From an optimization exercise on the open Yosys and OpenROAD flow, aimed at small area; shortcuts taken in it are not production practice. The RTL was checked by simulation tests, not by an equivalence proof against the original design. Power and IR drop assume default switching activity.

### run.sh
#!/bin/bash
# synth_recipe.tcl (not shown) runs the flow's synth.tcl, then flattens the netlist and writes it again
# the make line also repeats each setting of config.mk as NAME=value (left out here)
make -C /OpenROAD-flow-scripts/flow DESIGN_CONFIG=/design/flow/config.mk WORK_HOME=/design/flow/orfs CLKGATE_MAP_FILE= SYNTH_SCRIPT=/design/flow/synth_recipe.tcl finish
### config.mk
export PLATFORM = sky130hd
export DESIGN_NAME = pong_animated_top
export DESIGN_NICKNAME = pong_animated_top
export VERILOG_FILES = /design/flow/design.v
export SDC_FILE = /design/flow/constraint.sdc
export NUM_CORES = 4
export LEC_CHECK = 0
export CAP_MARGIN = 20
export CORE_MARGIN = 2
export CORE_UTILIZATION = 40
export SLEW_MARGIN = 20
### constraint.sdc
create_clock -name core_clock -period 5.0 [get_ports {clk}]
set_input_delay 1.0000 -clock core_clock [delete_from_list [all_inputs] [get_ports {clk}]]
set_output_delay 1.0000 -clock core_clock [all_outputs]
set_load 0.01 [all_outputs]
### design.v
`timescale 1ns / 1ps
module vga_sync(clk, rst, pixel_tick, pixel_x, pixel_y, hsync, vsync, video_on);
   input            clk, rst; 
	output reg [9:0] pixel_x, pixel_y;
   output           pixel_tick, hsync, vsync, video_on;
   reg        v_sync_reg , h_sync_reg;
   wire [9:0] h_count_next, v_count_next;         
   wire       h_video_on, v_video_on, video_on,
              v_sync_next, h_sync_next,
              h_end, v_end;
   reg [1:0] count;
   assign pixel_tick = (count == 3) ? 1'b1: 1'b0;
   always @ (posedge clk, posedge rst)
      if      (rst)        count <= 2'b0; else
      if      (pixel_tick) count <= 2'b0;
      else                 count <= count + 2'b1;
   always @ (posedge clk, posedge rst)
      if (rst) begin
            pixel_y     <= 10'b0;
            pixel_x     <= 10'b0;
            v_sync_reg  <=  1'b0;
            h_sync_reg  <=  1'b0;
            end
      else begin
            pixel_y     <= v_count_next;
            pixel_x     <= h_count_next;
            v_sync_reg  <= v_sync_next;
            h_sync_reg  <= h_sync_next;
            end
   assign h_end  = (pixel_x == 799);
   assign v_end  = (pixel_y == 524);
   assign h_count_next = (pixel_tick) ? (h_end) ? 10'b0: pixel_x + 1'b1 : pixel_x;
   assign v_count_next = (pixel_tick & h_end) ? (v_end) ? 10'b0 : pixel_y + 1'b1  : pixel_y;
   assign h_sync_next = (pixel_x >= 656 && pixel_x <= 751);
   assign v_sync_next = (pixel_y >= 490 && pixel_y <= 491);
   assign h_video_on = (pixel_x <= 639);
   assign v_video_on = (pixel_y <= 479);
   assign video_on   = (h_video_on && v_video_on); 
   assign hsync   = ~h_sync_reg ;
   assign vsync   = ~v_sync_reg ; 
endmodule 
`timescale 1ns / 1ps
module animated_graphics(clk, rst, video_on, btn, pixel_x, pixel_y, graph_rgb);
	input clk, rst, video_on;
	input [1:0] btn;
	input [9:0] pixel_x, pixel_y;
	output reg [11:0] graph_rgb;
	wire refr_tick;
	wire [9:0] paddle_top, paddle_bottom;
	reg  [9:0] paddle_reg, paddle_next;
	wire [9:0] ball_left, ball_x_r;
	wire [9:0] ball_top, ball_bottom;
	reg  [9:0] ball_x_reg, ball_y_reg;
	wire [9:0] ball_x_next, ball_y_next;
	reg  [9:0] x_delta_reg, x_delta_next;
	reg  [9:0] y_delta_reg, y_delta_next;
	wire [2:0] rom_addr, rom_col;
	reg  [7:0] rom_data;
	wire       rom_bit;
	wire wall_on, paddle_on, round_ball_on;
	always @ (*)
		case (rom_addr)
		3'h0: rom_data = 8'b00111100;
		3'h1: rom_data = 8'b01111110;
		3'h2: rom_data = 8'b11111111;
		3'h3: rom_data = 8'b11111111;
		3'h4: rom_data = 8'b11111111;
		3'h5: rom_data = 8'b11111111;
		3'h6: rom_data = 8'b01111110;
		3'h7: rom_data = 8'b00111100;
		endcase 
	always @ (posedge clk, posedge rst)
		if (rst) begin
			paddle_reg  <= 0; 
			ball_x_reg  <= 0;
			ball_y_reg  <= 0;
			x_delta_reg <= 10'h002;
			y_delta_reg <= 10'h002;
		end
		else begin
			paddle_reg  <= paddle_next;
			ball_x_reg  <= ball_x_next;
			ball_y_reg  <= ball_y_next;
			x_delta_reg <= x_delta_next;
			y_delta_reg <= y_delta_next;
		end
	assign refr_tick     = (pixel_y==481) && (pixel_x==0);
	assign wall_on       = (32<=pixel_x) && (pixel_x<=35);
	assign paddle_top    = paddle_reg;
	assign paddle_bottom = paddle_top + 72 - 1;
	assign paddle_on     = (600<=pixel_x) && (pixel_x<=603) &&
	                       (paddle_top <= pixel_y) && (pixel_y<= paddle_bottom);
	always @ (*)
	begin
		paddle_next = paddle_reg;            
		if (refr_tick)
			if (btn[1] & (paddle_bottom < (480-1-3)))
				paddle_next = paddle_reg + 3;  
			else if (btn[0] & (paddle_top > 3))
				paddle_next = paddle_reg - 3;  
	end
	assign ball_left      = ball_x_reg;
	assign ball_top       = ball_y_reg;
	assign ball_x_r       = ball_left + 8 - 1;
	assign ball_bottom    = ball_top + 8 - 1;
   assign rom_addr       = pixel_y[2:0] - ball_top[2:0];
	assign rom_col        = pixel_x[2:0] - ball_left[2:0];
	assign rom_bit        = rom_data[rom_col];
	assign round_ball_on  = ((ball_left <= pixel_x) && (pixel_x<=ball_x_r) &&
	                        (ball_top <= pixel_y)  && (pixel_y<=ball_bottom)) &
									 rom_bit;
	assign ball_x_next    = (refr_tick) ? ball_x_reg + x_delta_reg : 
	                                      ball_x_reg;
	assign ball_y_next    = (refr_tick) ? ball_y_reg + y_delta_reg :
								                 ball_y_reg;
	always @ (*)
	begin
		x_delta_next = x_delta_reg;
		y_delta_next = y_delta_reg;
		if (ball_top < 1 ) y_delta_next = 2;                
		else if (ball_bottom > (480-1)) y_delta_next = -2;  
		else if (ball_left <= 35) x_delta_next = 2;         
		else if ((600 <= ball_x_r) && (ball_x_r <= 603) &&
		         (paddle_top <= ball_bottom) && (ball_top <= paddle_bottom))
							x_delta_next = -2;                   
	end
	always @ (*)
		if (~video_on)
			graph_rgb = 12'h000;  
		else
			if (wall_on)
				graph_rgb = 12'h0CF;  
			else if (paddle_on)
				graph_rgb = 12'h0CF;  
			else if (round_ball_on)
				graph_rgb = 12'hF39;  
			else
				graph_rgb = 12'h003;  
endmodule
`timescale 1ns / 1ps
module pong_animated_top(clk, rst, btn, hsync, vsync, rgb);
    input  clk, rst;
	 input [1:0] btn;
    output hsync, vsync;
    output [11:0] rgb;
    wire [9:0]  pixel_x, pixel_y;
    wire        video_on, pixel_tick;
    reg  [11:0] rgb_reg;
    wire [11:0] rgb_next;
    vga_sync vsync_unit
		  (.clk(clk), .rst(rst), .pixel_tick(pixel_tick),
		   .pixel_x(pixel_x), .pixel_y(pixel_y), 
			.hsync(hsync), .vsync(vsync), .video_on(video_on));
    animated_graphics gfx
		  (.clk(clk), .rst(rst), .btn(btn),
		   .video_on(video_on), .pixel_x(pixel_x),
		   .pixel_y(pixel_y), .graph_rgb(rgb_next));
    always @ (posedge clk)
        if (pixel_tick)
            rgb_reg <= rgb_next;
    assign rgb = rgb_reg;
endmodule
==> tab_implementation.tex <==
\begin{tabular}{lr}
\hline
Metric & Value \\
\hline
\multicolumn{2}{l}{\textbf{Status}} \\
\quad Status & complete, no violations \\
\multicolumn{2}{l}{\textbf{Route}} \\
\quad Final antenna-violating net count & 0 \\
\quad Vias post-DR & 4933 \\
\quad Detailed router's first-iteration violation count & 353 \\
\quad Routed wire per std cell & 17.6 microns \\
\quad Met2 WL post-DR & 7210 microns \\
\quad DRC violations left & 0 \\
\quad M1 WL & 7370 microns \\
\quad Top Metal Used & met4 \\
\quad Number of detailed-route iterations in the first pass & 5 \\
\quad Vias per Instance & 5.63 \\
\quad Sum of routed wire length over all layers & 15400 microns \\
\quad Met3 routed wirelength & 625 microns \\
\multicolumn{2}{l}{\textbf{Floorplanning}} \\
\quad Placeable core region & 14400 sq um \\
\quad Initial Utilization & 0.406 \\
\quad Die span in y & 125 microns \\
\quad FP Rows & 44 \\
\quad IO Pins & 18 \\
\quad Die outline area & 15500 sq um \\
\quad Die outline width & 125 microns \\
\multicolumn{2}{l}{\textbf{Yosys}} \\
\quad Post-Synthesis Cell Area & 5830 sq um \\
\quad Avg Inst Size Synth & 8.51 sq um \\
\quad Share of the yosys chip area belonging to registers & 0.258 \\
\quad Async set-or-reset flop fraction in the synthesized netlist & 0.915 \\
\quad Yosys warning total & 3 \\
\quad Top cells by area in the synthesized netlist & sky130\_fd\_sc\_hd\_\_dfrtp\_1 23\%, sky130\_fd\_sc\_hd\_\_ha\_1 21\%, sky130\_fd\_sc\_hd\_\_xnor2\_1 5.3\% \\
\quad Post-synth net total & 790 \\
\quad Area share of the largest cell type after synthesis & 0.232 \\
\quad Post-synthesis cell count & 685 \\
\quad Number of distinct library cells after synthesis & 65 \\
\quad Number of flip-flops and latches in the synthesized netlist & 59 \\
\quad Number of synthesized flops with an enable pin & 5 \\
\quad Cell taking the most area after synthesis & sky130\_fd\_sc\_hd\_\_dfrtp\_1 \\
\quad Most frequently used flop master after synthesis & sky130\_fd\_sc\_hd\_\_dfrtp\_1 \\
\multicolumn{2}{l}{\textbf{Cells and area}} \\
\quad Final Core Density & 0.445 \\
\quad Most frequent standard cell in the layout excluding fill and tap cells & sky130\_fd\_sc\_hd\_\_ha\_1 \\
\quad Growth of design area from synthesis to finish & 9.71\% \\
\quad Final net count & 793 \\
\quad Total area of sequential cells & 1500 sq um \\
\quad Fraction of final layout cells with drive strength greater than 1 & 0.0376 \\
\quad Number of inserted diodes & 0 \\
\quad Highest-count cells in the layout ignoring fill and taps & 98 x sky130\_fd\_sc\_hd\_\_ha\_1, 56 x sky130\_fd\_sc\_hd\_\_nand2\_1, 54 x sky130\_fd\_sc\_hd\_\_o21ai\_0, 54 x sky130\_fd\_sc\_hd\_\_dfrtp\_1, 49 x sky130\_fd\_sc\_hd\_\_nor2\_1 \\
\quad Area used by multi-input combinational logic & 4010 sq um \\
\quad Count of filler cells inserted in the layout & 1366 \\
\multicolumn{2}{l}{\textbf{STA}} \\
\quad Period minus WS final & 3.79 ns \\
\quad Fin Hold WS & 0.427 ns \\
\quad Final Max Slew Viols & 0 \\
\quad Worst rel slew slack & 0.562 \\
\quad Clk\_skew & 0.00392 ns \\
\quad Unrepaired setup endpoints after global routing & no \\
\quad Slew at the pin closest to its max-slew limit & 0.658 ns \\
\quad Post-route clock period utilization & 0.758 \\
\quad Final number of hold-violating endpoints & 0 \\
\quad Count of final setup violators & 0 \\
\quad Highest Clock Rate & 0.264 GHz \\
\quad Worst-case setup margin in the final layout & 1.21 ns \\
\quad TNS Setup & 0 ns \\
\multicolumn{2}{l}{\textbf{Global route}} \\
\quad Number of antenna violations at the first check in global routing & 0 \\
\quad Largest net degree at the start of global routing & 32 \\
\quad Total routing resource utilization after global routing & 0.203 \\
\quad Final global-route overflow total & 0 \\
\quad Wire length of the first global-routing pass & 25200 microns \\
\quad Vias in the first global route & 4832 \\
\multicolumn{2}{l}{\textbf{Clock tree}} \\
\quad Clock tree sinks & 59 \\
\quad Buffer cell driving the clock tree root & sky130\_fd\_sc\_hd\_\_clkbuf\_16 \\
\quad Post-cts resize count & 0 \\
\quad Worst-case clock buffer depth & 2 \\
\quad Clock slew seen by the registers of the worst setup and hold paths & 0.05 ns \\
\quad CTS Hold Bufs & 0 \\
\quad Number of setup buffers added after CTS & 0 \\
\quad Cts bufs inserted & 9 \\
\quad Clock tree from TritonCTS & yes \\
\quad H-tree lvl count & 3 \\
\quad Source-to-sink clock delay at the later pin of the worst-skew pair & 0.34 ns \\
\multicolumn{2}{l}{\textbf{Power and ir drop}} \\
\quad P per Cell Area & 176 nW/um\^{}2 \\
\quad Reported leakage power & 2.78 nW \\
\quad Total Power & 1.13 mW \\
\quad Max VDD drop & 0.000127 V \\
\multicolumn{2}{l}{\textbf{Placed design}} \\
\quad Gpl congestion & 0.958 \\
\quad Detailed placement HPWL & 11800 microns \\
\quad Setup WS pre-CTS & 1.25 ns \\
\quad Port bufs & 17 \\
\multicolumn{2}{l}{\textbf{Worst setup path}} \\
\quad Maximum fanout along the worst path & 12 \\
\quad Arrival time worst endpoint & 3.88 ns \\
\quad Kind of end point of the critical path & flip-flop \\
\quad Launch instance of the worst register-to-register path & gfx.paddle\_reg[0]\$\_DFFE\_PP0P\_ \\
\quad Path type of the worst setup path & flip-flop to flip-flop \\
\quad Nature of the critical path startpoint & flip-flop \\
\quad WP data required & 5.09 ns \\
\quad Source of the critical timing path & gfx.paddle\_reg[0]\$\_DFFE\_PP0P\_ \\
\multicolumn{2}{l}{\textbf{Min path}} \\
\quad Hold\_sp & vsync\_unit.count[0]\$\_DFF\_PP0\_ \\
\quad Tightest Hold Check Type & flip-flop to flip-flop \\
\multicolumn{2}{l}{\textbf{Flow run}} \\
\quad Count of maximum capacitance violations & 0 \\
\hline
\end{tabular}
## cell usage after synthesis (17+ instances only)
| cell type | count |
|---|---|
| sky130_fd_sc_hd__ha_1 | 98 |
| sky130_fd_sc_hd__xnor2_1 | 35 |
| sky130_fd_sc_hd__nor3_1 | 22 |
| sky130_fd_sc_hd__inv_1 | 48 |
| sky130_fd_sc_hd__o21ai_0 | 54 |
| sky130_fd_sc_hd__a21oi_1 | 40 |
| sky130_fd_sc_hd__dfrtp_1 | 54 |
| sky130_fd_sc_hd__nand2_1 | 56 |
| sky130_fd_sc_hd__clkbuf_1 | 17 |
| sky130_fd_sc_hd__nor2_1 | 49 |
| sky130_fd_sc_hd__nand4_1 | 19 |
| sky130_fd_sc_hd__xor2_1 | 21 |
## area by class of cell
cell class                 count  area share
clock buffer                  11      0.0364
clock inverter                 4     0.00665
inverter                      48      0.0282
multi-input combinational    549       0.627
sequential                    59       0.235
tap                          184      0.0360
timing repair buffer          21      0.0313
## routing by layer
metal  track usage  vias to the layer above
met4        0.0535                        0
met1         0.273                     2334
li1              -                     2474
met3        0.0395                       18
met2         0.335                      107
met5             0                        -
## worst paths after layout
path / cells after the start / slack, ns / endpoint
setup / recovery: 14 / 1.21 / rgb_reg[1]$_SDFFCE_PN0P_
hold / removal: 1 / 0.43 / vsync_unit.count[0]$_DFF_PP0_
setup reg to reg: 14 / 1.21 / rgb_reg[1]$_SDFFCE_PN0P_
hold reg to reg: 1 / 0.43 / vsync_unit.count[0]$_DFF_PP0_
max in group asynchronous: 3 / 3.13 / vsync_unit.pixel_y[3]$_DFFE_PP0P_
min in group asynchronous: 2 / 1.03 / gfx.ball_y_reg[6]$_DFFE_PP0P_
## critical path, cell delays in order (launching register included)
cell,delay (ns)
sky130_fd_sc_hd__dfrtp_1,0.64
sky130_fd_sc_hd__inv_1,0.21
sky130_fd_sc_hd__ha_1,0.32
sky130_fd_sc_hd__nor2b_1,0.18
sky130_fd_sc_hd__nor2_1,0.19
sky130_fd_sc_hd__o21ai_0,0.12
sky130_fd_sc_hd__xor2_1,0.21
sky130_fd_sc_hd__ha_1,0.30
sky130_fd_sc_hd__nand2_1,0.07
sky130_fd_sc_hd__o21bai_1,0.15
sky130_fd_sc_hd__a21oi_1,0.18
sky130_fd_sc_hd__a2111oi_0,0.13
sky130_fd_sc_hd__a211oi_1,0.50
sky130_fd_sc_hd__nand3b_1,0.15
sky130_fd_sc_hd__and2_1,0.18
## report_power, final
| part | internal (mW) | switching, mW | total [mW] |
|---|---|---|---|
| clock | 0.378 | 0.214 | 0.592 |
| sequential | 0.485 | 0.00711 | 0.492 |
| combinational | 0.0155 | 0.0281 | 0.0436 |
| total | 0.878 | 0.249 | 1.13 |
## metrics by stage
| step | std cells | cell area [sq um] |
|---|---|---|
| global route | 876 | 6390 |
| floorplan | 685 | 5830 |
| detailed placement | 861 | 6120 |
| global placement | 861 | 6120 |
| finish | 876 | 6390 |
| CTS | 876 | 6390 |
## kinds of logic after synthesis
family,count (synthesis),share of synthesized area
muxes,4,0.00730
AOI/OAI and AO/OA,157,0.169
xor gates and xnor gates,57,0.0880
and+or+nand+nor,229,0.200
adders and majority gates,102,0.222
DFF,59,0.258
buffers and inverters,77,0.0550

port drivers added, routing unchanged:
In the flow no input, the clock included, has a driving cell. The finished layout below was timed again as built, in two steps.
Step 1 assumes that a clkbuf_16 drives the clock port and a buf_2 every other input.
Step 2 also shifts input and output timing later by t, the mid clock arrival at the registers, as if the neighbouring blocks saw the same clock.
Three values: no drivers, after step 1, after step 2; two values: the first two.
shift t [ns]: 0.377
setup WS [ns]: 1.208 / 1.208 / 1.208
hold slack, ns: 0.427 / 0.427 / 0.427
After both steps this run still meets setup and hold. The setup slack of this run moves by 0.000 ns with the drivers and by 0.000 ns with both steps.
